From an optimization exercise on the open Yosys and OpenROAD flow, aimed at small area; shortcuts taken in it are not production practice.
The RTL was checked by simulation tests, not by an equivalence proof against the original design.
Power and IR drop assume default switching activity.

## config.mk

```make
export PLATFORM = sky130hd
export DESIGN_NAME = labyrinth_car
export DESIGN_NICKNAME = labyrinth_car
export VERILOG_FILES = /design/flow/design.v
export SDC_FILE = /design/flow/constraint.sdc
export NUM_CORES = 4
export LEC_CHECK = 0
export ABC_AREA = 1
export CAP_MARGIN = 20
export CORE_MARGIN = 2
export CORE_UTILIZATION = 60
export CTS_BUF_LIST = sky130_fd_sc_hd__clkbuf_4
export CTS_CLUSTER_DIAMETER = 40
export CTS_CLUSTER_SIZE = 12
export SLEW_MARGIN = 20
```

## constraint.sdc

```tcl
create_clock -name core_clock -period 10.0 [get_ports {clk}]
set_input_delay 2.0000 -clock core_clock [delete_from_list [all_inputs] [get_ports {clk}]]
set_output_delay 2.0000 -clock core_clock [all_outputs]
set_load 0.01 [all_outputs]
```

## design.v

```verilog
module UART_Tx
(
   input       i_Clock		,
   input       i_Reset		,	 
   input       i_TX_DV		,
   input [7:0] i_TX_Byte	,
   output reg  o_TX_Serial
 );
  reg [3:0] ph;
  reg [2:0] cc;
  reg [7:0] data;
  wire idle    = (ph == 4'd2);
  wire cleanup = (ph == 4'd1);
  wire cc4     = cc[2];			 
  always @(posedge i_Clock)
  begin
    if (i_Reset)
    begin
      ph          <= 4'd2;
      o_TX_Serial <= 1'b1;
    end
    else
    begin
      if (idle)
      begin
        if (i_TX_DV) ph <= 4'd7;
      end
      else if (cleanup)
        ph <= 4'd2;
      else if (cc4)
        ph <= ph + 1'b1;
      if (ph == 4'd7)
        o_TX_Serial <= 1'b0;
      else if (ph[3])
        o_TX_Serial <= data[ph[2:0]];
      else
        o_TX_Serial <= 1'b1;
    end
    if (idle || cc4)
      cc <= 0;
    else if (!cleanup)
      cc <= cc + 1'b1;
    if (idle && i_TX_DV)
      data <= i_TX_Byte;
  end
endmodule
module hcsr04
(
	input  				clk		,
	input  				rst		,	 
	input  				echoPin	,	 
	input  				perEnd	,	 
	output reg [11:0]	width	,	 
	output 				fall	,	 
	output reg 			M_end	,	 
	output 				rise		 
);
reg mend_q;
assign fall = !echoPin && (width != 0);
wire valid = (width >= 12'd20) && (width <= 12'd720);
always @(posedge clk)
begin
	if (rst)
	begin
		width <= 0;
		M_end <= 0;
	end
	else
	begin
		width <= echoPin ? width + 1'b1 : 12'd0;
		if (perEnd)    M_end <= 0;
		else if (fall) M_end <= valid;
	end
	mend_q <= M_end;
end
assign rise = M_end && !mend_q;
endmodule
module PWM_generator
(
	input 				clk		,
	input 				rst		,	 
	input 		[2:0]	duty	,	 
	output 				perEnd	,	 
	output 				trig	,	 
	output reg 	[3:0]	IN			 
);
reg [7:0] p;
reg [3:0] s;
reg [4:0] v;
wire p199 = p[7] & p[6] & p[2] & p[1] & p[0];	 
wire s14  = (s == 4'b1000);
wire v30  = v[4] & v[3] & v[2] & v[1];			 
assign perEnd = p199 & s14;
assign trig   = (s == 4'd1) && (p[7:3] == 0) && (p[2:0] != 0) && !(p[2] & p[1]);
wire lt55 = (v < 17) || (v == 17 && p < 10);	 
wire lt60 = (v < 18) || (v == 18 && p < 120);	 
wire lt65 = (v < 20) || (v == 20 && p < 30);	 
wire lt75 = (v < 23) || (v == 23 && p < 50);	 
wire lt80 = (v < 24) || (v == 24 && p < 160);	 
reg in3, in2;
always @(*)
begin
	case (duty)
		3'd0: begin in3 = 0;    in2 = 0;    end	 
		3'd1: begin in3 = lt55; in2 = lt55; end	 
		3'd2: begin in3 = lt55; in2 = lt65; end	 
		3'd3: begin in3 = lt65; in2 = lt55; end	 
		3'd4: begin in3 = lt60; in2 = lt60; end	 
		3'd5: begin in3 = lt80; in2 = 0;    end	 
		3'd6: begin in3 = 0;    in2 = lt80; end	 
		default: begin in3 = 0; in2 = lt65; end	 
	endcase
end
always @(posedge clk)
begin
	if (rst)
	begin
		p  <= 0;
		s  <= 4'd1;
		v  <= 0;
		IN <= 4'b0000;
	end
	else
	begin
		p <= p199 ? 8'd0 : p + 1'b1;
		if (p199)
		begin
			s <= {s[2:0], s[3] ^ s[2]};
			v <= v30 ? 5'd0 : v + 1'b1;
		end
		IN <= {in3, in2, (duty == 3'd7) && lt75, 1'b0};
	end
end
endmodule
module algoritamKretanja
(
	input 				clk,
	input 				rst,		 
	input 		 [11:0] USR,		 
	input 		 [11:0]	USL,		 
	input 		 [11:0]	USM,		 
	input 				riseR,		 
	input 				riseL,		 
	input 				riseM,		 
	output 				TxEnable,	 
	output 		[ 7:0] 	TxData,		 
	output 		[ 2:0]	duty,		 
	output 		 		led
);
wire [2:0] STATE;
wire [1:0] dR, dL;
wire [7:0] distanceS, initS;
wire       initEnd, phase2;
AK_sense SENSE (.clk(clk), .rst(rst), .USR(USR), .USL(USL), .USM(USM), .riseR(riseR), .riseL(riseL), .riseM(riseM),
	.inINIT(STATE == 3'b001), .dR(dR), .dL(dL), .distanceS(distanceS), .initS(initS), .initEnd(initEnd));
AK_fsm FSM (.clk(clk), .rst(rst), .dR(dR), .dL(dL), .distanceS(distanceS), .initEnd(initEnd),
	.STATE(STATE), .duty(duty), .led(led), .phase2(phase2));
AK_ser SER (.clk(clk), .rst(rst), .STATE(STATE), .phase2(phase2), .distanceS(distanceS), .initS(initS),
	.TxEnable(TxEnable), .TxData(TxData));
endmodule
module AK_sense
(
	input 				clk,
	input 				rst,
	input 		 [11:0] USR,
	input 		 [11:0]	USL,
	input 		 [11:0]	USM,
	input 				riseR,
	input 				riseL,
	input 				riseM,
	input 				inINIT,
	output reg	 [ 1:0]	dR,			 
	output reg	 [ 1:0]	dL,			 
	output reg	 [ 7:0]	distanceS,	 
	output reg	 [ 7:0]	initS,		 
	output reg			initEnd
);
reg [1:0] clsR, clsL;		 
reg [7:0] pdM;				 
reg [5:0] NMeasures;
reg [12:0] sum;
function [1:0] cls;
	input [11:0] w;
	begin
		cls[1] = w >= 12'd48;
		cls[0] = cls[1] ? (w >= 12'd88) : (w[11:2] == 10'd11);
	end
endfunction
wire [12:0] sum_n = sum + pdM;
always @(posedge clk)
begin
	clsR <= cls(USR);
	clsL <= cls(USL);
	pdM  <= USM[9:2];
	if (rst)
	begin
		dR <= 0;
		dL <= 0;
		distanceS <= 0;
		NMeasures <= 0;
		sum       <= 0;
		initEnd   <= 0;
	end
	else
	begin
		if (riseR) dR <= clsR;
		if (riseL) dL <= clsL;
		if (riseM)
		begin
			distanceS <= pdM;
			if (inINIT)
			begin
				NMeasures <= NMeasures + 1'b1;
				sum       <= sum_n;
				if (NMeasures == 6'd31)
				begin
					initS   <= sum_n[12:5];
					initEnd <= 1;
				end
			end
			else
			begin
				sum       <= 0;
				NMeasures <= 0;
				initEnd   <= 0;
			end
		end
	end
end
endmodule
module AK_fsm
(
	input 				clk,
	input 				rst,
	input 		[1:0]	dR,
	input 		[1:0]	dL,
	input 		[7:0]	distanceS,
	input 				initEnd,
	output reg	[2:0]	STATE,
	output reg	[2:0]	duty,		 
	output reg			led,
	output 				phase2		 
);
localparam [2:0] D_0 = 3'd0, D_55 = 3'd1, D_L = 3'd2, D_R = 3'd3, D_60 = 3'd4, D_TL = 3'd5, D_TR = 3'd6, D_TT = 3'd7;
localparam IDLE 		= 3'b000;
localparam INIT 		= 3'b001;
localparam sendingINIT 	= 3'b010;
localparam STRAIGHT 	= 3'b011;
localparam turningRIGHT = 3'b100;
localparam turningLEFT	= 3'b101;
localparam TURN 		= 3'b110;
localparam END 			= 3'b111;
reg [16:0] 	statesCounter;
reg [16:0]  cst;			 
reg [7:0] turns;	 
reg [7:0] turning;	 
wire rightBigger = dR == 2'b11;
wire leftBigger  = dL == 2'b11;
wire right11     = dR[1];			 
wire centralBigger43 = distanceS > 43;
wire centralSmaller9 = distanceS <= 9;
wire sc_ge70500 = statesCounter >= 17'd70500;
reg ph2;
wire cst70500 = (cst == 17'b10100000100000011);
assign phase2 = ph2 | cst70500;
always @(posedge clk)
begin
	if (STATE == STRAIGHT)
	begin
		cst <= 17'd1;
		ph2 <= 0;
	end
	else
	begin
		cst <= {cst[15:0], cst[16] ^ cst[13]};
		if (cst70500) ph2 <= 1;
	end
end
function [2:0] fl;
	input [1:0] d;
	fl = d[1] ? D_R : (d[0] ? D_55 : D_L);
endfunction
function [2:0] fr;
	input [1:0] d;
	fr = d[1] ? D_L : (d[0] ? D_55 : D_R);
endfunction
reg [16:0] sc_n;
reg [ 7:0] turns_n;
reg [ 7:0] turning_n;
always @(posedge clk)
begin
	if (rst)
	begin
		STATE         <= IDLE;
		duty          <= D_0;
		statesCounter <= 0;
		turns         <= 0;
		turning       <= 0;
		led           <= 0;
	end
	else
	begin
		sc_n      = statesCounter;
		turns_n   = turns;
		turning_n = turning;
		case(STATE)
			IDLE:
			begin
				sc_n = statesCounter + 1;
				duty <= D_0;
				if(&{statesCounter[15:14], statesCounter[9:8], statesCounter[6], statesCounter[3:0]})	 
				begin
					STATE <= INIT;
					sc_n  = 0;
				end
			end
			INIT:
			begin
				duty <= D_0;
				if(initEnd) STATE <= sendingINIT;
			end
			sendingINIT:
			begin
				duty <= D_0;
				sc_n = statesCounter + 1;
				if(&{statesCounter[6:5], statesCounter[3], statesCounter[0]})	 
				begin
					STATE <= STRAIGHT;
					sc_n  = 0;
				end
			end
			STRAIGHT:
			begin
				if(turning[0]==0)
				begin
					if(!leftBigger && !rightBigger && !centralSmaller9) duty <= fl(dL);
					else if(leftBigger && centralBigger43 && right11 && !rightBigger) STATE <= END;
					else if(leftBigger || rightBigger)
					begin
						if(centralBigger43)
						begin
							turning_n = {turning[0], turning[7:2], 1'b0};
							turns_n   = {turns[0], turns[7:2], !leftBigger};
						end
						STATE <= leftBigger ? turningLEFT : turningRIGHT;
					end
					else
						STATE <= TURN;
				end
				else
				begin
					case({rightBigger, leftBigger, centralBigger43})
						3'b110:
						begin
							turning_n = {turning[6:0], turning[7]};
							turns_n   = {turns[6:0], turns[7]};
							if(turns[0] == 1)
								STATE <= turningRIGHT;
							else
								STATE <= turningLEFT;
						end
						3'b100: STATE <= turningRIGHT;
						3'b010:
						begin
							sc_n = statesCounter + 1;
							if(&{statesCounter[11], statesCounter[9:7], statesCounter[5:3]})	 
							begin
								STATE <= turningLEFT;
								sc_n  = 0;
							end
						end
						3'b000:
						begin
							if(centralSmaller9) STATE <= TURN;
						end
						3'b101, 3'b001: duty <= fl(dL);
						3'b011: duty <= fr(dR);
						default: ;
					endcase
				end
			end
			turningLEFT, turningRIGHT:
			begin
				sc_n = statesCounter + 1;
				if(statesCounter <= 17'd70500)
					duty <= D_60;
				else if (&{statesCounter[16:13], statesCounter[11], statesCounter[9], statesCounter[5:2]})	 
				begin
					sc_n  = 0;
					STATE <= IDLE;
					duty  <= D_0;
				end
				else
					duty <= STATE[0] ? D_TL : D_TR;
			end
			TURN:
			begin
				sc_n = statesCounter + 1;
				if(statesCounter <= 17'd50000)
					duty <= D_0;
				else if (&{statesCounter[16:11], statesCounter[9:6], statesCounter[4]})	 
				begin
					sc_n  = 0;
					STATE <= IDLE;
					turning_n[0] = 1;
				end
				else
					duty <= D_TT;
			end
			END:
			begin
				duty <= D_0;
				sc_n = statesCounter + 1;
				if(&{statesCounter[14:13], statesCounter[8:7], statesCounter[5], statesCounter[3]})	 
				begin
					led <= !led;
					sc_n   = 0;
				end
			end
		endcase
		statesCounter <= sc_n;
		turns         <= turns_n;
		turning       <= turning_n;
	end
end
endmodule
module AK_ser
(
	input 				clk,
	input 				rst,
	input 		[2:0]	STATE,
	input 				phase2,
	input 		[7:0]	distanceS,
	input 		[7:0]	initS,
	output reg			TxEnable,
	output reg	[7:0]	TxData
);
localparam sendingINIT 	= 3'b010;
localparam STRAIGHT 	= 3'b011;
localparam turningRIGHT = 3'b100;
localparam turningLEFT	= 3'b101;
localparam TURN 		= 3'b110;
reg [11:0] 	counterSending 	 ;	 
reg [ 6:0] 	countSendingINIT ;
wire [7:0] msg = (STATE == TURN) ? 8'd4 : (STATE == turningLEFT) ? 8'd3 : 8'd2;
always @(posedge clk)
begin
	if (rst)
	begin
		TxEnable          <= 0;
		countSendingINIT  <= 0;
	end
	else
	case(STATE)
		sendingINIT:
		begin
			countSendingINIT <= countSendingINIT + 1'b1;
			if(countSendingINIT == 7'd0)
			begin
				TxData 	<= 8'd1;
				TxEnable <= 1;
			end
			else if(countSendingINIT == 7'd99)
			begin
				TxData 	<= initS;
				TxEnable <= 1;
			end
			else
			begin
				TxEnable <= 0;
				if(countSendingINIT == 7'd100)
					counterSending	 <= 12'd1;
			end
		end
		STRAIGHT, turningLEFT, turningRIGHT:
		begin
			if(STATE == STRAIGHT || !phase2)
			begin
				if(counterSending == 12'b101100110101)	 
				begin
					TxData 			 <= distanceS;
					TxEnable 		 <= 1;
					counterSending	 <= 12'd1;
					if (STATE == STRAIGHT)
						countSendingINIT <= 0;
				end
				else
				begin
					counterSending <= {counterSending[10:0], counterSending[11] ^ counterSending[10] ^ counterSending[9] ^ counterSending[3]};
					TxEnable <= 0;
				end
			end
			else
			begin
				if(TxData != msg)
				begin
					TxData 	<= msg;
					TxEnable <= 1;
				end
				else TxEnable <= 0;
			end
		end
		TURN:
		begin
			if(TxData != msg)
			begin
				TxData 	<= msg;
				TxEnable <= 1;
			end
			else TxEnable <= 0;
		end
		default: ;
	endcase
end
endmodule
module labyrinth_car
(
	input  		 clk	,
	input  		 rst	,	 
	input  		 echoR,
	input  		 echoL,
	input  		 echoM,
	output 		 trigR,	 
	output 		 trigL,
	output 		 trigM,
	output 		 Tx	,
	output [3:0] motors_PWM,
	output 		 led,
	output 		 buzzer
);
wire [ 7:0] dataTransmit;
wire 		TxEnable;
wire [11:0] widthR, widthL, widthM;
wire 		riseR, riseL, riseM;
wire [ 2:0]	duty;
wire 		perEnd, trig;
wire [ 3:0] IN;
UART_Tx UART_Transmitter(
	.i_Clock(clk)        	,
	.i_Reset(rst)        	,
	.i_TX_DV(TxEnable)     	,
	.i_TX_Byte(dataTransmit),
	.o_TX_Serial(Tx)
);
algoritamKretanja AK
(
	.clk(clk)		,
	.rst(rst)		,
	.USR(widthR),
	.USL(widthL),
	.USM(widthM),
	.riseR(riseR)	,
	.riseL(riseL)	,
	.riseM(riseM)	,
	.TxEnable(TxEnable)	,
	.TxData(dataTransmit),
	.duty(duty),
	.led(led)
);
hcsr04 UltrasonicR (.clk(clk), .rst(rst), .echoPin(echoR), .perEnd(perEnd), .width(widthR), .fall(), .M_end(), .rise(riseR));
hcsr04 UltrasonicL (.clk(clk), .rst(rst), .echoPin(echoL), .perEnd(perEnd), .width(widthL), .fall(), .M_end(), .rise(riseL));
hcsr04 UltrasonicM (.clk(clk), .rst(rst), .echoPin(echoM), .perEnd(perEnd), .width(widthM), .fall(), .M_end(), .rise(riseM));
PWM_generator PWM
(
	.clk(clk)	,
	.rst(rst)	,
	.duty(duty)	,
	.perEnd(perEnd),
	.trig(trig),
	.IN(IN)
);
assign trigR = trig;
assign trigL = trig;
assign trigM = trig;
assign motors_PWM = {IN[3:1], 1'b0};
assign buzzer = led;	 
endmodule
```

## flow/run.sh

```bash
#!/bin/bash
# Layout flow: the standard synthesis, then the combinational logic between the
# registers mapped again by ABC for area (the registers, their names and cell types are
# kept as the standard synthesis made them), then the rest of the standard flow.
# Each tool's output goes to a log of its own in this folder.
set -euo pipefail
R=orfs/results/$FLOW_PLATFORM/labyrinth_car/base
PLAT=$FLOW_HOME/platforms/$FLOW_PLATFORM
LIB=$PLAT/lib/sky130_fd_sc_hd__tt_025C_1v80.lib
YOSYS=$(command -v yosys || echo /OpenROAD-flow-scripts/tools/install/yosys/bin/yosys)

bash standard.sh synth > 1_standard_synth.log 2>&1
cp $R/1_2_yosys.v 1_standard_netlist.v

# the platform's don't-use cells
DU=$(sed -n '/DONT_USE_CELLS += /,/^#/p' $PLAT/config.mk | grep -o 'sky130_fd_sc_hd__[a-z0-9_]*' | sed 's/^/-dont_use /' | tr '\n' ' ')

# read each combinational cell as its function and each register cell as a black box,
# flatten the combinational cells into logic and map that logic again
$YOSYS -p "read_liberty -ignore_miss_func $LIB; \
  blackbox sky130_fd_sc_hd__df* sky130_fd_sc_hd__edf* sky130_fd_sc_hd__sdf* sky130_fd_sc_hd__sedf* sky130_fd_sc_hd__dl*; \
  read_verilog 1_standard_netlist.v; hierarchy -top $FLOW_TOP; flatten; opt_clean -purge; \
  techmap; opt -fast; \
  abc -script flow/area.abc -liberty $LIB $DU; opt_clean -purge; \
  hilomap -singleton -hicell sky130_fd_sc_hd__conb_1 HI -locell sky130_fd_sc_hd__conb_1 LO; \
  splitnets; opt_clean -purge; stat -liberty $LIB; \
  write_verilog -noattr -nohex -nodec 1_remapped_netlist.v" > 1_remap.log 2>&1

cp 1_remapped_netlist.v $R/1_2_yosys.v
bash standard.sh finish BUFFER_PORTS_ARGS="-buffer_cell sky130_fd_sc_hd__buf_1" CTS_ARGS="-sink_clustering_enable -repair_clock_nets -sink_clustering_size 20 -sink_clustering_max_diameter 50 -buf_list sky130_fd_sc_hd__clkbuf_8 -dont_use_dummy_load" > 2_standard_finish.log 2>&1
```

## flow/area.abc

```
strash
&get -n
&deepsyn -T 30
&put
dch -f
amap
```

## standard.sh

```bash
#!/bin/bash
# synth_recipe.tcl (not shown) runs the flow's synth.tcl, then flattens the netlist and writes it again
# the make line also repeats each setting of config.mk as NAME=value (left out here)
make -C /OpenROAD-flow-scripts/flow DESIGN_CONFIG=/design/flow/config.mk WORK_HOME=/design/flow/orfs CLKGATE_MAP_FILE= SYNTH_SCRIPT=/design/flow/synth_recipe.tcl "${@:-finish}"
```

==> results.txt, run 1 <==
Via-to-Cell Ratio 5.575; final core area utilization 65.73%; area of the multi-input gates 0.003362 mm^2; Port Buf Inserts 13; Inserted Clock Buffers 20; initial antenna violation count 0; crit-path max FO 4; number of buffers inserted by post-CTS setup repair 0; leakage dissipation 3.038 nW; remaining antenna violation count after routing 0; # Max-Cap Violations 0; Total Nets Final 1046; Relative slew margins 41.79%; half-perimeter wire length of the detailed placement result 12010 um; total number of clock tree sinks 216; first-pass GRT wire length 27700 um; insertion delay of the later-clocked pin in the worst-skew pair 0.52 ns; Congestion Overflow GR 0; count of unresolved DRC violations after routing 0; initial core utilization 61.43%; area of the mapped netlist 0.008561 mm^2; final period utilization 41.73%; sequential cell area 0.004684 mm^2; Setup crit start kind register; area of the core 0.01393 mm^2; most common cell after layout, fill and taps aside sky130_fd_sc_hd__nor2_1; final hold violations 0; total I/O pin count 15; post-synthesis area per instance 8.544 um^2; unrepaired setup endpoints after global routing false; minimum period implied by the final worst setup slack 4.173 ns; CTS tree yes; x dimension of the die 123.5 um; kind of capture point of the worst setup path output port; wire length per cell 13.62 um; Chip Height 123.5 um; run status timing/DRC/antenna clean; number of placement rows 43; cell with the largest stage delay on the worst path sky130_fd_sc_hd__a2111oi_0; clock skew 0.05276 ns; Starting DRT DRC Count 499; worst supply voltage drop on vdd 0.1085 mV; power density cells 151.3 mW/mm^2; count of buffering cells on the critical path with inverters included 1; total number of vias 6796; kind of critical path reg2out; post-synthesis to final-layout area growth 6.986%; most frequent cells in the layout sky130_fd_sc_hd__nor2_1 (185), sky130_fd_sc_hd__dfxtp_1 (180), sky130_fd_sc_hd__clkinv_1 (142), sky130_fd_sc_hd__nand2_1 (88), sky130_fd_sc_hd__o21ai_0 (63); kind of cell with the highest combined delay on the critical path compound AO/OA/AOI/OAI gates; number of warning messages in the yosys log 6; worst slack after detailed placement 5.375 ns; worst setup slack after layout 5.827 ns; GR Util All Layers 22.23%; count of TritonRoute iterations in the first routing pass 5; critical path data arrival time 2.17 ns; final count of negative-setup-slack endpoints 0; depth of the CTS H-tree 1; summed negative setup slack over all endpoints 0 ns; class of the tightest hold or removal check reg2reg; fmax 239.7 MHz; Reg clk slew, reported paths 0.08 ns; net count after synthesis 1007; max-slew violation count 0; total of cells resized after clock tree synthesis 0; ratio of cells with drive above 1 in the final layout 2.695%; full die area 0.01524 mm^2; longest individual stage delay on the worst path 0.73 ns; final WL 16600 um; Placer Congestion 0.8231; Max Buffers Root-to-Sink 3; Root Buffer sky130_fd_sc_hd__clkbuf_8; Fill cells 1214; Post-Synthesis Cells 1002; antenna cell count 0; maximum number of pins on one net before global-route repair 25; required time of the critical path 8.00 ns; number of hold buffers added after CTS 0; via count of the first global-routing pass 6087; critical-path cell list nor2b_1, nor3_1, nand4_1, a2111oi_0, buf_1; Least-Margin Pin Slew 0.8619 ns
-- routing by layer --
| metal | vias to the layer above | global-route usage, % | share of wire, % |
|---|---|---|---|
| li1 | 3584 | - | - |
| met1 | 3106 | 31.76 | 50 |
| met2 | 76 | 35.27 | 45 |
| met3 | 30 | 3.552 | 2.9 |
| met4 | 0 | 5.753 | 2.1 |
| met5 | - | 0 | 0 |
-- power by group --
group	switching [mW]	internal (mW)	total [mW]	leakage, nW
Clock	0.263	0.179	0.443	0.144
Sequential	0.00816	0.897	0.905	1.79
Combinational	0.0254	0.0127	0.0381	1.10
-- sequential cells by signal, summed over array words and instances (netlist names), 12 cells and up --
signal / cells
AK.SER.counterSending: 12
AK.SENSE.sum: 13
AK.FSM.cst: 17
AK.FSM.statesCounter: 17
UltrasonicM.width: 12
UltrasonicL.width: 12
UltrasonicR.width: 12
-- per-stage QoR --
step                area, um^2  std cells  total power, mW  hold WS (ns)
floorplan                 8561       1002           0.9493        0.3443
global placement          8865       1199           0.9625        0.3568
detailed placement        8870       1199           0.9638        0.3641
CTS                       9145       1219            1.400        0.3502
global route              9159       1219            1.435        0.3645
finish                    9159       1219            1.386        0.3500
-- cell type report --
class | instances | area share, %
Clock buffer | 20 | 3.005
Sequential cell | 216 | 51.15
Tap cell | 180 | 2.459
Multi-Input combinational cell | 644 | 36.71
Timing Repair Buffer | 17 | 0.8607
Inverter | 142 | 5.820
-- worst paths after layout --
check	cells after the start	slack, ns	start	to
worst max-delay path	5	5.83	PWM.p[1]	trigR
worst min-delay path	0	0.35	UltrasonicR.M_end	UltrasonicR.mend_q
worst max register to register	20	6.16	AK.SENSE.dL[1]	AK.FSM.statesCounter[16]
worst min register to register	0	0.35	UltrasonicR.M_end	UltrasonicR.mend_q
==> run 2, diff against run 1 <==
--- a/flow/run.sh
+++ b/flow/run.sh
@@ -29,2 +29,2 @@
 cp 1_remapped_netlist.v $R/1_2_yosys.v
-bash standard.sh finish BUFFER_PORTS_ARGS="-buffer_cell sky130_fd_sc_hd__buf_1" CTS_ARGS="-sink_clustering_enable -repair_clock_nets -sink_clustering_size 20 -sink_clustering_max_diameter 50 -buf_list sky130_fd_sc_hd__clkbuf_8 -dont_use_dummy_load" > 2_standard_finish.log 2>&1
+bash standard.sh finish BUFFER_PORTS_ARGS="-buffer_cell sky130_fd_sc_hd__buf_1" CTS_ARGS="-sink_clustering_enable -repair_clock_nets -sink_clustering_size 12 -sink_clustering_max_diameter 40 -buf_list sky130_fd_sc_hd__clkbuf_4 -dont_use_dummy_load" > 2_standard_finish.log 2>&1
==> run 2 against run 1 <==
Largest power group unchanged. Synthesized area shrank 0.75%. Sequential power grew 3.1%. Combinational power grew 130%. Clock power shrank 13%. Global-route usage grew 0.74 points. Clock-buffer cell count grew 8. First-iteration DRC count shrank 16%. Cell count shrank 1.6%. Synthesized cell count shrank 2.8%.
==> results.txt, run 2 <==
longest individual stage delay on the worst path 0.68 ns; # Max-Cap Violations 0; Total Nets Final 1026; kind of cell with the highest combined delay on the critical path compound AO/OA/AOI/OAI gates; Post-Synthesis Cells 974; worst slack after detailed placement 5.168 ns; half-perimeter wire length of the detailed placement result 12380 um; Chip Height 123 um; final hold violations 0; most used routing layer met2; Congestion Overflow GR 0; final count of negative-setup-slack endpoints 0; count of buffering cells on the critical path with inverters included 1; met1 usage 29.41%; Root Buffer sky130_fd_sc_hd__clkbuf_4; Layout Cell Area excl Fill 0.009025 mm^2; number of buffers inserted by post-CTS setup repair 0; number of warning messages in the yosys log 6; Starting DRT DRC Count 417; final core area utilization 65.02%; Setup crit start kind register; Post-Route Hold Slack 0.3616 ns; GR met2 Demand/Resource 39.19%; leakage dissipation 3.013 nW; number of placement rows 43; total number of clock tree sinks 216; first-pass GRT wire length 28750 um; summed negative setup slack over all endpoints 0 ns; insertion delay of the later-clocked pin in the worst-skew pair 0.65 ns; final period utilization 43.03%; total I/O pin count 15; largest registers AK.FSM.cst x17, AK.FSM.statesCounter x17, AK.SENSE.sum x13; Least-Margin Pin Slew 1.003 ns; worst setup slack after layout 5.697 ns; ratio of cells with drive above 1 in the final layout 3.435%; remaining antenna violation count after routing 0; count of unresolved DRC violations after routing 0; Max Buffers Root-to-Sink 3; worst supply voltage drop on vdd 0.1039 mV; critical-path cell list nor2b_1, nor3_1, nand4_1, a2111oi_0, buf_1; wire length per cell 14.35 um; total power 1.407 mW; cell with the largest stage delay on the worst path sky130_fd_sc_hd__a2111oi_0; met3 usage in global routing 3.736%; kind of capture point of the worst setup path output port; via count of the first global-routing pass 6607; number of hold buffers added after CTS 0; unrepaired setup endpoints after global routing false; crit-path max FO 4; max-slew violation count 0; critical path data arrival time 2.30 ns; Via-to-Cell Ratio 5.876; total instance count after detailed placement 1171; total number of vias 7045; final WL 17210 um; initial antenna violation count 0; net count after synthesis 979; depth of the CTS H-tree 1; Relative slew margins 32.55%; class of the tightest hold or removal check reg2reg; minimum period implied by the final worst setup slack 4.303 ns; post-synthesis area per instance 8.724 um^2; clock skew 0.04834 ns; Reg clk slew, reported paths 0.11 ns; area of the mapped netlist 0.008497 mm^2; count of TritonRoute iterations in the first routing pass 6; Fill cells 1165; required time of the critical path 8.00 ns; Placement Cell Area 0.008801 mm^2; full die area 0.01513 mm^2; Port Buf Inserts 13; run status timing/DRC/antenna clean; area of the core 0.01388 mm^2; post-synthesis to final-layout area growth 6.214%; GR Util All Layers 22.97%; x dimension of the die 123 um; Post-Layout Cell Count 1199; maximum number of pins on one net before global-route repair 27; most frequent cells in the layout sky130_fd_sc_hd__dfxtp_1 (180), sky130_fd_sc_hd__nor2_1 (180), sky130_fd_sc_hd__clkinv_1 (120), sky130_fd_sc_hd__nand2_1 (84), sky130_fd_sc_hd__o21ai_0 (68); total of cells resized after clock tree synthesis 0; CTS tree yes; kind of critical path reg2out; power density cells 155.9 mW/mm^2; fmax 232.4 MHz; Inserted Clock Buffers 28; initial core utilization 61.21%; antenna cell count 0; Placer Congestion 0.9380
-- run 2: final timing paths --
check,from,endpoint,slack (ns),depth (start not counted)
worst max-delay path,PWM.p[1],trigR,5.70,5
worst max register to register,AK.SENSE.dL[1],AK.FSM.statesCounter[15],6.15,21
worst min-delay path,UltrasonicM.width[4],AK.SENSE.pdM[2],0.36,0
worst min register to register,UltrasonicM.width[4],AK.SENSE.pdM[2],0.36,0
-- run 2: per-layer routing --
layer  part of all wire, %  up-vias
met5                     0        -
met4                   3.0        0
met3                   4.7       48
met2                    47      184
met1                    45     3271
li1                      -     3542
-- run 2: where the power goes --
part | switching, mW | internal (mW) | total, mW
Sequential | 0.0173 | 0.915 | 0.933
Combinational | 0.0578 | 0.0293 | 0.0872
Clock | 0.259 | 0.128 | 0.387
-- run 2: area by class of cell --
type                    instances  area, um^2  area share, %
multi-input cells             638        3376          37.40
clock buffers                  28       210.2          2.329
well taps                     180       225.2          2.495
repair buffers                 17       78.83         0.8734
flip-flops and latches        216        4684          51.91
inverters                     120       450.4          4.991
==> run 3, diff against run 2 <==
--- a/flow/run.sh
+++ b/flow/run.sh
@@ -29,2 +29,2 @@
 cp 1_remapped_netlist.v $R/1_2_yosys.v
-bash standard.sh finish BUFFER_PORTS_ARGS="-buffer_cell sky130_fd_sc_hd__buf_1" CTS_ARGS="-sink_clustering_enable -repair_clock_nets -sink_clustering_size 12 -sink_clustering_max_diameter 40 -buf_list sky130_fd_sc_hd__clkbuf_4 -dont_use_dummy_load" > 2_standard_finish.log 2>&1
+bash standard.sh finish BUFFER_PORTS_ARGS="-buffer_cell sky130_fd_sc_hd__buf_1" CTS_ARGS="-sink_clustering_enable -repair_clock_nets -sink_clustering_size 11 -sink_clustering_max_diameter 50 -buf_list sky130_fd_sc_hd__clkbuf_4 -dont_use_dummy_load" > 2_standard_finish.log 2>&1
--- a/config.mk
+++ b/config.mk
@@ -10,6 +10,3 @@
 export CORE_MARGIN = 2
-export CORE_UTILIZATION = 60
-export CTS_BUF_LIST = sky130_fd_sc_hd__clkbuf_4
-export CTS_CLUSTER_DIAMETER = 40
-export CTS_CLUSTER_SIZE = 12
+export CORE_UTILIZATION = 70
 export SLEW_MARGIN = 20
==> run 3 against run 2 <==
Non-clock buffer count is the same. Critical path type unchanged. Sequential power is essentially flat. Still clean on timing, DRC and antenna. Wire length is 4.1% lower. Power shrank 2.0%. Clock skew is 0.010 ns higher.
==> results.txt, run 3 <==
run status timing/DRC/antenna clean; Total Nets Final 1021; worst setup slack after layout 5.731 ns; net count after synthesis 979; minimum period implied by the final worst setup slack 4.269 ns; total power 1.379 mW; final count of negative-setup-slack endpoints 0; Starting DRT DRC Count 506; Via-to-Cell Ratio 5.975; Max Buffers Root-to-Sink 3; total number of clock tree sinks 216; count of TritonRoute iterations in the first routing pass 6; most frequent cells in the layout sky130_fd_sc_hd__dfxtp_1 (180), sky130_fd_sc_hd__nor2_1 (180), sky130_fd_sc_hd__clkinv_1 (120), sky130_fd_sc_hd__nand2_1 (84), sky130_fd_sc_hd__o21ai_0 (68); required time of the critical path 8.00 ns; GR Util All Layers 26.04%; first-pass GRT wire length 28390 um; total of cells resized after clock tree synthesis 0; leakage dissipation 2.990 nW; share of power burned in combinational logic 6.3%; worst supply voltage drop on vdd 0.1144 mV; Reg clk slew, reported paths 0.11 ns; Inserted Clock Buffers 23; clock skew 0.05859 ns; crit-path max FO 4; max-slew violation count 0; area of the multi-input gates 0.003376 mm^2; total I/O pin count 15; insertion delay of the later-clocked pin in the worst-skew pair 0.62 ns; Least-Margin Pin Slew 1.023 ns; maximum number of pins on one net before global-route repair 27; total number of vias 6937; Fill cells 888; summed negative setup slack over all endpoints 0 ns; number of placement rows 40; final WL 16500 um; kind of capture point of the worst setup path output port; post-synthesis area per instance 8.724 um^2; Setup crit start kind register; proportion of power drawn by flip-flops and latches 67.7%; kind of critical path reg2out; ratio of cells with drive above 1 in the final layout 2.959%; final hold violations 0; via count of the first global-routing pass 6340; initial antenna violation count 0; unrepaired setup endpoints after global routing false; Placement Cell Area 0.008760 mm^2; area of the core 0.01191 mm^2; switching share of total power 23.76%; Layout Cell Area excl Fill 0.008946 mm^2; # Max-Cap Violations 0; worst slack after detailed placement 5.197 ns; antenna cell count 0; remaining antenna violation count after routing 0; full die area 0.01304 mm^2; largest registers AK.FSM.cst x17, AK.FSM.statesCounter x17, AK.SENSE.sum x13; power density cells 154.1 mW/mm^2; count of unresolved DRC violations after routing 0; post-synthesis to final-layout area growth 5.286%; Placer Congestion 0.8908; final core area utilization 75.11%; number of hold buffers added after CTS 0; sequential cell area 0.004684 mm^2; CTS tree yes; number of buffers inserted by post-CTS setup repair 0; Chip Height 114.2 um; area of the mapped netlist 0.008497 mm^2; Root Buffer sky130_fd_sc_hd__clkbuf_4; critical path data arrival time 2.27 ns; initial core utilization 71.33%; half-perimeter wire length of the detailed placement result 12020 um; final period utilization 42.69%; wire length per cell 14.21 um; clock network fraction of total power 26.0%; internal power contribution 1.051 mW; Relative slew margins 31.19%; x dimension of the die 114.2 um; class of the tightest hold or removal check reg2reg; sw power 327.5 uW; depth of the CTS H-tree 1; fmax 234.3 MHz; Port Buf Inserts 13; Congestion Overflow GR 0; number of warning messages in the yosys log 6; Post-Synthesis Cells 974
## run 3: metal layers
metal | part of all wire, % | vias up | GRT usage, %
met2 | 48 | 171 | 44.40
met3 | 4.1 | 40 | 3.388
met1 | 46 | 3179 | 35.19
li1 | - | 3547 | -
met5 | 0 | - | 0
met4 | 2.5 | 0 | 7.317
## run 3: stage by stage
| stage | hold slack [ns] | instances |
|---|---|---|
| 2_1_floorplan | 0.3380 | 974 |
| 6_report | 0.3589 | 1161 |
| 3_3_place_gp | 0.3425 | 1138 |
| 3_5_place_dp | 0.3425 | 1138 |
| 4_1_cts | 0.3596 | 1161 |
| 5_1_grt | 0.3694 | 1161 |
## run 3: critical path, cell delays in order, from the launching register on
cell and delay [ns]:
sky130_fd_sc_hd__dfxtp_1 0.35, sky130_fd_sc_hd__nor2b_1 0.16, sky130_fd_sc_hd__nor3_1 0.13, sky130_fd_sc_hd__nand4_1 0.11, sky130_fd_sc_hd__a2111oi_0 0.69, sky130_fd_sc_hd__buf_1 0.21
## run 3: path summary, 6_finish.rpt
kind	startpoint	to	slack, ns	cells past startpoint
worst max register to register	AK.SENSE.dL[1]	AK.FSM.statesCounter[15]	6.19	21
worst max-delay path	PWM.p[1]	trigR	5.73	5
worst min register to register	UltrasonicM.width[4]	AK.SENSE.pdM[2]	0.36	0
worst min-delay path	UltrasonicM.width[4]	AK.SENSE.pdM[2]	0.36	0
## run 3: final cells by class
type | instances | area share, %
sequential | 216 | 52.36
multi-input combinational | 638 | 37.73
inverter | 120 | 5.035
tap | 147 | 2.056
clock buffer | 23 | 1.930
timing repair buffer | 17 | 0.8811
## run 3: power groups by stage
| stage | registers, mW | clock network (mW) | logic (mW) |
|---|---|---|---|
| after global placement | 0.951 | 0 | 0.0819 |
| after detailed placement | 0.953 | 0 | 0.0858 |
| after CTS | 0.934 | 0.366 | 0.0863 |
| after floorplan | 0.948 | 0 | 0.0651 |
| after global routing | 0.938 | 0.399 | 0.100 |
| final | 0.934 | 0.358 | 0.0871 |

## separate check: timing with driven ports
No port has a modelled driver above. Below, the same layouts with a new extraction and two added sets of constraints. Step 1 sets driving cells, clkbuf_16 on the clock port and buf_2 on the other inputs (assumed; they add their load-dependent delay and slew). Step 2 times the ports against the registers' clock, not the clock port: input delays grow and output delays shrink by t, the midpoint of the rising clock arrivals with the driver on. a / b / c = ideal ports / drivers / drivers and shift; a / b = the first two.
run | t, ns | slack for setup (ns) | hold slack, ns | worst setup path after step 2
run 1 | 0.539 | 5.827 / 5.788 / 5.694 | 0.350 / 0.350 / 0.350 | input to register
run 2 | 0.657 | 5.697 / 5.660 / 5.436 | 0.362 / 0.362 / 0.362 | input to register
run 3 | 0.625 | 5.731 / 5.698 / 5.469 | 0.359 / 0.359 / 0.359 | input to register
After both steps every run listed still meets setup and hold. The setup slack of run 3, which loses most, moves by -0.033 ns with the drivers and by -0.262 ns with both steps.
